This design comes from an exercise in tuning for small area, a short achievable clock period and few clock cycles per item on the open sky130 flow, not from production work. The RTL was checked by simulation tests, not by an equivalence proof against the original design. Power and IR drop assume default switching activity.

## flow/constraint.sdc

```tcl
create_clock -name core_clock -period 10.0 [get_ports {clk}]
set_input_delay 2.0000 -clock core_clock [delete_from_list [all_inputs] [get_ports {clk}]]
set_output_delay 2.0000 -clock core_clock [all_outputs]
set_load 0.01 [all_outputs]
```

## flow/design.v

```verilog
`timescale 1ns/1ps
module idct1d_mac #(
    parameter IN_W   = 16,
    parameter SCALE  = 14,
    parameter ACC_W  = 38,
    parameter OUT_W  = 20
)(
    input  wire                   clk,
    input  wire                   rst,
    input  wire                   start,
    input  wire signed [8*IN_W-1:0] vec_in_flat,
    output reg                     done,
    output reg signed [8*OUT_W-1:0] vec_out_flat
);
    wire signed [IN_W-1:0] x [0:7];
    generate
      genvar gi; 
      for (gi = 0; gi < 8; gi = gi + 1) begin : UNFLAT_IN
        assign x[gi] = vec_in_flat[gi*IN_W +: IN_W];
      end
    endgenerate
    reg signed [IN_W-1:0] x_s0 [0:7];
    reg signed [IN_W+1:0] x_s1 [0:7];
    reg signed [IN_W+2:0] x_s2 [0:7];
    reg signed [IN_W+3:0] x_s3 [0:7];
    reg signed [OUT_W-1:0] y [0:7];
    reg [2:0] state;
    localparam S_IDLE = 3'd0;
    localparam S_S0_LOAD = 3'd1;
    localparam S_S1_BUTTERFLY = 3'd2;
    localparam S_S2_BUTTERFLY = 3'd3;
    localparam S_S3_BUTTERFLY = 3'd4;
    localparam S_S4_OUT = 3'd5;
    localparam S_FINISHED = 3'd6;  
    reg busy;
    integer oi; 
    integer li;
    always @(*) begin
      for (oi = 0; oi < 8; oi = oi + 1) begin
        vec_out_flat[oi*OUT_W +: OUT_W] = y[oi];
      end
    end
    function signed [IN_W+1:0] a_mul (input signed [IN_W+1:0] val);
        begin
            a_mul = (val <<< 1) + (val);  
        end
    endfunction
    function signed [IN_W+2:0] b_mul (input signed [IN_W+2:0] val);
        begin
            b_mul = (val <<< 2) - (val <<< 1) - (val);  
        end
    endfunction
    always @(posedge clk or posedge rst) begin
        if (rst) begin
            state <= S_IDLE;
            done <= 1'b0;
            busy <= 1'b0;
            for (li = 0; li < 8; li = li + 1) begin
                x_s0[li] <= 0;
            end
        end else begin
            done <= 1'b0;
            case (state)
                S_IDLE: begin
                    if (start && !busy) begin
                        busy <= 1'b1;
                        for (li = 0; li < 8; li = li + 1) begin
                            x_s0[li] <= x[li];
                        end
                        state <= S_S1_BUTTERFLY;
                    end
                end
                S_S1_BUTTERFLY: begin
                    x_s1[0] <= x_s0[0] + x_s0[4];
                    x_s1[1] <= x_s0[1] + x_s0[5];
                    x_s1[2] <= x_s0[2] + x_s0[6];
                    x_s1[3] <= x_s0[3] + x_s0[7];
                    x_s1[4] <= x_s0[0] - x_s0[4];
                    x_s1[5] <= x_s0[1] - x_s0[5];
                    x_s1[6] <= x_s0[2] - x_s0[6];
                    x_s1[7] <= x_s0[3] - x_s0[7];
                    state <= S_S2_BUTTERFLY;
                end
                S_S2_BUTTERFLY: begin
                    x_s2[0] <= x_s1[0] + x_s1[2];
                    x_s2[1] <= x_s1[1] + x_s1[3];
                    x_s2[2] <= x_s1[0] - x_s1[2];
                    x_s2[3] <= x_s1[1] - x_s1[3];
                    x_s2[4] <= a_mul(x_s1[4]) + b_mul(x_s1[5]);
                    x_s2[5] <= b_mul(x_s1[4]) - a_mul(x_s1[5]);
                    x_s2[6] <= a_mul(x_s1[6]) + b_mul(x_s1[7]);
                    x_s2[7] <= b_mul(x_s1[6]) - a_mul(x_s1[7]);
                    state <= S_S3_BUTTERFLY;
                end
                S_S3_BUTTERFLY: begin
                    x_s3[0] <= x_s2[0] + x_s2[1];
                    x_s3[1] <= x_s2[0] - x_s2[1];
                    x_s3[2] <= x_s2[2] + x_s2[3];
                    x_s3[3] <= x_s2[2] - x_s2[3];
                    x_s3[4] <= x_s2[4] + x_s2[5];
                    x_s3[5] <= x_s2[4] - x_s2[5];
                    x_s3[6] <= x_s2[6] + x_s2[7];
                    x_s3[7] <= x_s2[6] - x_s2[7];
                    state <= S_S4_OUT;
                end
                S_S4_OUT: begin
                    y[0] <= x_s3[0];
                    y[1] <= x_s3[1];
                    y[2] <= x_s3[2];
                    y[3] <= x_s3[3];
                    y[4] <= x_s3[4];
                    y[5] <= x_s3[5];
                    y[6] <= x_s3[6];
                    y[7] <= x_s3[7];
                    state <= S_FINISHED;
                end
                S_FINISHED: begin
                    busy <= 1'b0;
                    done <= 1'b1;
                    state <= S_IDLE;
                end
            endcase
        end
    end
endmodule
module idct8x8 (
    input  wire clk,
    input  wire rst,
    input  wire in_we,
    input  wire [5:0] in_addr,
    input  wire signed [15:0] in_data,
    input  wire start,
    output reg  done,
    input  wire [5:0] out_addr,
    output wire [7:0] out_data
);
    reg signed [15:0] in_ram [0:63];
    reg signed [19:0] mid_ram [0:63];
    reg [7:0] out_ram [0:63];
    always @(posedge clk) if (in_we) in_ram[in_addr] <= in_data;
    assign out_data = out_ram[out_addr];
    reg signed [8*16-1:0] vec_row_flat;
    wire signed [8*20-1:0] row_vec_out_flat;
    reg row_start;
    wire row_done;
    idct1d_mac #(.IN_W(16), .SCALE(14), .ACC_W(38), .OUT_W(20)) U_ROW (
      .clk(clk), .rst(rst), .start(row_start),
      .vec_in_flat(vec_row_flat),
      .done(row_done),
      .vec_out_flat(row_vec_out_flat)
    );
    reg signed [8*20-1:0] vec_col_flat_in;
    wire signed [8*24-1:0] col_vec_out_flat;
    reg col_start;
    wire col_done;
    idct1d_mac #(.IN_W(20), .SCALE(14), .ACC_W(42), .OUT_W(24)) U_COL (
      .clk(clk), .rst(rst), .start(col_start),
      .vec_in_flat(vec_col_flat_in),
      .done(col_done),
      .vec_out_flat(col_vec_out_flat)
    );
    reg [2:0] state;
    reg [2:0] row, col;
    localparam S_IDLE=0, S_ROW_IN=1, S_ROW_RUN=2, S_COL_IN=3, S_COL_RUN=4, S_DONE=5;
    task pack_row;
      input [2:0] r;
      integer u, addr;
      begin
        for (u=0; u<8; u=u+1) begin
          addr = r*8 + u;
          vec_row_flat[u*16 +: 16] = in_ram[addr];
        end
      end
    endtask
    task unpack_row_to_mid;
      input [2:0] r;
      integer u, addr;
      reg signed [19:0] tmp;
      begin
        for (u=0; u<8; u=u+1) begin
          tmp = row_vec_out_flat[u*20 +: 20];
          addr = r*8 + u;
          mid_ram[addr] = tmp;
        end
      end
    endtask
    task pack_col_from_mid;
      input [2:0] c;
      integer r2, addr;
      begin
        for (r2=0; r2<8; r2=r2+1) begin
          addr = r2*8 + c;
          vec_col_flat_in[r2*20 +: 20] = mid_ram[addr];
        end
      end
    endtask
    function [7:0] clamp8;
      input signed [23:0] v;
      begin
        if (v < 0) clamp8 = 0;
        else if (v > 255) clamp8 = 255;
        else clamp8 = v[7:0];
      end
    endfunction
    task store_col_to_out;
      input [2:0] c;
      integer r2, addr;
      reg signed [23:0] yval, scaled;
      begin
        for (r2=0; r2<8; r2=r2+1) begin
          yval = col_vec_out_flat[r2*24 +: 24];
             scaled = (yval + 4) >>> 3;
          addr = r2*8 + c;
          out_ram[addr] = clamp8(scaled + 128);  
        end
      end
    endtask
    always @(posedge clk or posedge rst) begin
      if (rst) begin
        state <= S_IDLE;
        done <= 0;
        row_start <= 0;
        col_start <= 0;
        row <= 0;
        col <= 0;
        vec_row_flat <= 0;
        vec_col_flat_in <= 0;
      end else begin
        row_start <= 0;
        col_start <= 0;
        done <= 0;
        case (state)
          S_IDLE: if (start) begin row<=0; state<=S_ROW_IN; end
          S_ROW_IN: begin pack_row(row); row_start<=1; state<=S_ROW_RUN; end
          S_ROW_RUN: if (row_done) begin
              unpack_row_to_mid(row);
              if (row!=7) begin row<=row+1; state<=S_ROW_IN; end
              else begin col<=0; state<=S_COL_IN; end
            end
          S_COL_IN: begin pack_col_from_mid(col); col_start<=1; state<=S_COL_RUN; end
          S_COL_RUN: if (col_done) begin
              store_col_to_out(col);
              if (col!=7) begin col<=col+1; state<=S_COL_IN; end
              else state<=S_DONE;
            end
          S_DONE: begin done<=1; state<=S_IDLE; end
        endcase
      end
    end
endmodule
```

## flow/config.mk

```make
export PLATFORM = sky130hd
export DESIGN_NAME = idct8x8
export DESIGN_NICKNAME = idct8x8
export VERILOG_FILES = /design/flow/design.v
export SDC_FILE = /design/flow/constraint.sdc
export NUM_CORES = 8
export LEC_CHECK = 0
export CAP_MARGIN = 20
export CORE_MARGIN = 2
export CORE_UTILIZATION = 40
export SLEW_MARGIN = 20
```

## flow/run.sh

```bash
#!/bin/bash
# synth_recipe.tcl (not shown) runs the flow's synth.tcl, then flattens the netlist and writes it again
# the make line also repeats each setting of config.mk as NAME=value (left out here)
make -C /OpenROAD-flow-scripts/flow DESIGN_CONFIG=/design/flow/config.mk WORK_HOME=/design/flow/orfs CLKGATE_MAP_FILE= SYNTH_SCRIPT=/design/flow/synth_recipe.tcl finish
```

==> run notes <==
==> area by class of cell <==
| cell class | instances | share of cell area, % |
|---|---|---|
| inverters | 1371 | 1.93 |
| clock buffers | 606 | 4.84 |
| clock inverters | 296 | 1.16 |
| diodes | 42 | 0.0394 |
| repair buffers | 372 | 1.17 |
| well taps | 8008 | 3.76 |
| flip-flops and latches | 4674 | 51.5 |
| multi-input cells | 12900 | 35.6 |
==> layer usage <==
| layer | global-route usage, % | wire length, um |
|---|---|---|
| met5 | 0 | 238 |
| met4 | 11.4 | 41300 |
| met3 | 3.23 | 52600 |
| met2 | 40.5 | 362000 |
| met1 | 30.2 | 293000 |
==> logic make-up after synthesis <==
kind of cell / after synthesis / share of synthesized area, %
buf+inv: 2449 / 3.90
other cells: 1 / 0.00156
fa+ha+maj: 1576 / 9.23
xor+xnor: 1007 / 3.68
mux: 644 / 4.10
simple gates: 5030 / 9.51
compound gates: 4646 / 12.5
flops: 4674 / 57.1
==> path summary, 6_finish.rpt <==
kind / end / slack, ns / depth (start not counted)
max: out_data[7] / 1.99 / 10
min: U_ROW.y[2][11]$_DFFE_PP_ / 0.35 / 0
max in group asynchronous: U_ROW.x_s0[3][1]$_DFFE_PP0P_ / 5.77 / 7
min reg2reg: U_ROW.y[2][11]$_DFFE_PP_ / 0.35 / 0
max reg2reg: U_COL.x_s2[5][22]$_DFFE_PP_ / 3.24 / 19
min in group asynchronous: row[1]$_DFFE_PP0P_ / 1.61 / 4
==> per-stage QoR <==
stage               util, %  hold WS (ns)  area, um^2  total power (uW)  setup slack, ns
floorplan                 -         0.400      241000             21500            -5.54
global placement       41.8         0.400      250000             21700             2.01
detailed placement     41.8         0.405      250000             21700             2.06
CTS                    44.5         0.366      266000             39800             2.06
global route           44.5         0.385      267000             40600             1.94
finish                 44.5         0.348      267000             39500             1.99
==> synthesized netlist by cell type (all sizes together) (81+ instances only) <==
master	n
nor2b	181
nand2	2280
ha	1244
o22ai	98
nor2	1055
and3	100
mux2i	206
inv	1370
nand2b	164
fa	332
xnor2	739
mux2	182
buf	214
o21bai	140
or2	101
a221oi	178
clkbuf	864
dfrtp	598
a22oi	235
mux4	256
nand3	270
nor4	81
o21ai	826
a222oi	293
xor2	265
nor3	320
edfxtp	4076
a31oi	249
a21oi	1698
o21a	94
nand4	125
a21o	200
or3	122
==> critical path, delay by kind of cell <==
kind | cells | cell delay [ns]
AND/OR/NAND/NOR | 5 | 1.83
AO/OA/AOI/OAI | 2 | 0.70
buffers and inverters | 3 | 1.45
==> report_power, final <==
group | total [uW] | leakage (uW) | switching [uW] | internal [uW]
clock | 18200 | 0.00781 | 7980 | 10200
combinational | 285 | 0.0460 | 227 | 57.6
sequential | 21000 | 0.0451 | 5.84 | 21000
total | 39500 | 0.0989 | 8220 | 31300
==> registers in the layout (all words and copies together), names as in the netlist, 3 cells and up, named ones only <==
register         flops
mid_ram           1244
in_ram            1024
out_ram            512
U_COL.x_s2         180
U_COL.x_s3         176
U_COL.y            176
U_COL.x_s1         164
U_COL.x_s0         160
vec_col_flat_in    160
U_ROW.x_s3         153
U_ROW.y            153
U_ROW.x_s2         148
U_ROW.x_s1         132
U_ROW.x_s0         128
vec_row_flat       128
U_COL.state          3
U_ROW.state          3
col                  3
row                  3
state                3
==> metrics.cfg <==
[routing]
wl_per_cell_um=26.5
drt-initial-drc-count=18000
ant_nets=0
num_vias=160000
wl_um=749000
via_per_inst=5.68
drt_pass1_iterations=12
drc_errors=0

[floorplan]
die_width_um=780
pin_count=41
row_count=284
core_um2=599000
die_h_um=780
die_area_um2=608000
start_util_pct=40.2

[critical_path]
path_common_cell=clkdlybuf4s50_1
crit_chain=clkdlybuf4s50_1 -> nor2b_1 -> nand3_1 -> nor2_1 -> a22oi_1 -> nand4_1 -> nor4_1 -> buf_4 -> a21oi_1 -> clkdlybuf4s50_1
path_class=primary input to output pin
critical_path.slowest_cell=nor2_1
worst_ep_arrival_time_ns=6.01
cp-end-kind=output pin
critPathMaxFanout=8
startpoint_type=primary input
regToRegStartpoint=U_COL.x_s1[5][0]$_DFFE_PP_
worstPathRequired_ns=8.00
critPathLaunch=out_addr[3]
cpPeakStageDelay_ns=1.03

[sta]
setup_viol=0
clock_skew_ns=0.141
period_share_pct=80.1
tightestPinTransition_ns=1.29
fin_crit_ns=8.01
fin_setup_tns_ns=0
rsz0062_at_grt=no
slew_headroom_pct=12.9
final-hold-violation-count=0
fmax_ghz=0.125
finalMaxSlewViolations=0

[clock_tree]
clk_pin_slew_worst_paths_ns=0.06
cts-hold-fix-buffers=0
clk-insertion-delay-late_ns=1.11
cts_root_buffer=clkbuf_16
cts_resized=0
postCtsSetupBuffers=0
clock-sinks=4674
cts_tree=built
cts_max_level=5
clockBufferDepth=4
numCtsBuffers=480

[logic_synthesis]
avgSynthCellArea_um2=12.0
ys_types=116
synthTopCellsByArea=edfxtp_1, ha_1, dfrtp_1, a21oi_1, nand2_1
netlist_instances=20000
synth_top_flop_cell=edfxtp_1
yosys_register_bits=4674
yosysTopAreaCellShare_pct=50.9
synth_edf_count=4076
synthArstFlopShare_pct=12.8
synth_area_um2=241000
ys_seq_area_share_pct=57.1
yosysWarnings=15
yosys.area.top_type=edfxtp_1

[final_layout]
seqCellArea_um2=137000
nNetsFinal=21400
area_delta_synth_final_pct=10.8
final_cell_mix=edfxtp_1, nand2_1, a21oi_1
mostFrequentLayoutCell=edfxtp_1
multi_input_area_um2=94900
finalNonFillerCells=28300
layout-drive-gt1-share_pct=9.38
fillers=54400

[pwr]
ir_drop_mv=0.176
power_density_nw_per_um2=148
p_leak_uw=0.0989

[place]
hpwlAfterDp_um=521000
dp.cells=27300
io_buffers=40
globalplace.congestion=0.943

[global_routing]
grt_max_degree=169
track_usage_pct=23.8
antenna_found_initial=53
grt_pass1_vias=156000
overflow=0
grt_pass1_wl_um=1080000

[flow_run]
cap_violations=0

[min_path]
hp-class=flip-flop to flip-flop
worstHoldStart=U_ROW.x_s3[2][11]$_DFFE_PP_

[run_status]
status=timing/DRC/antenna clean

Testbench counts, summed over its fixed seeds: cycles 33,024, blocks 128.

-- separate check: timing with driven ports --
No port has a modelled driver above. Below, the same layout with a new extraction and two added sets of constraints. Step 1 assumes that a clkbuf_16 drives the clock port and a buf_2 every other input. Step 2, shift: input delay + t, output delay - t, t = (earliest + latest rising clock arrival at the registers) / 2. This alone moves slack from input paths to output paths. Three values: ideal ports, drivers, drivers and shift; two values: the first two.
shift t [ns]: 1.173
slack for setup (ns): 1.992 / 1.957 / 1.957
hold slack, ns: 0.348 / 0.348 / 0.348
worst slew at a driven data input, ns: 0.28
After both steps this run still meets setup and hold. For this run, drivers alone change the setup slack by -0.035 ns; drivers and shift together by -0.035 ns.
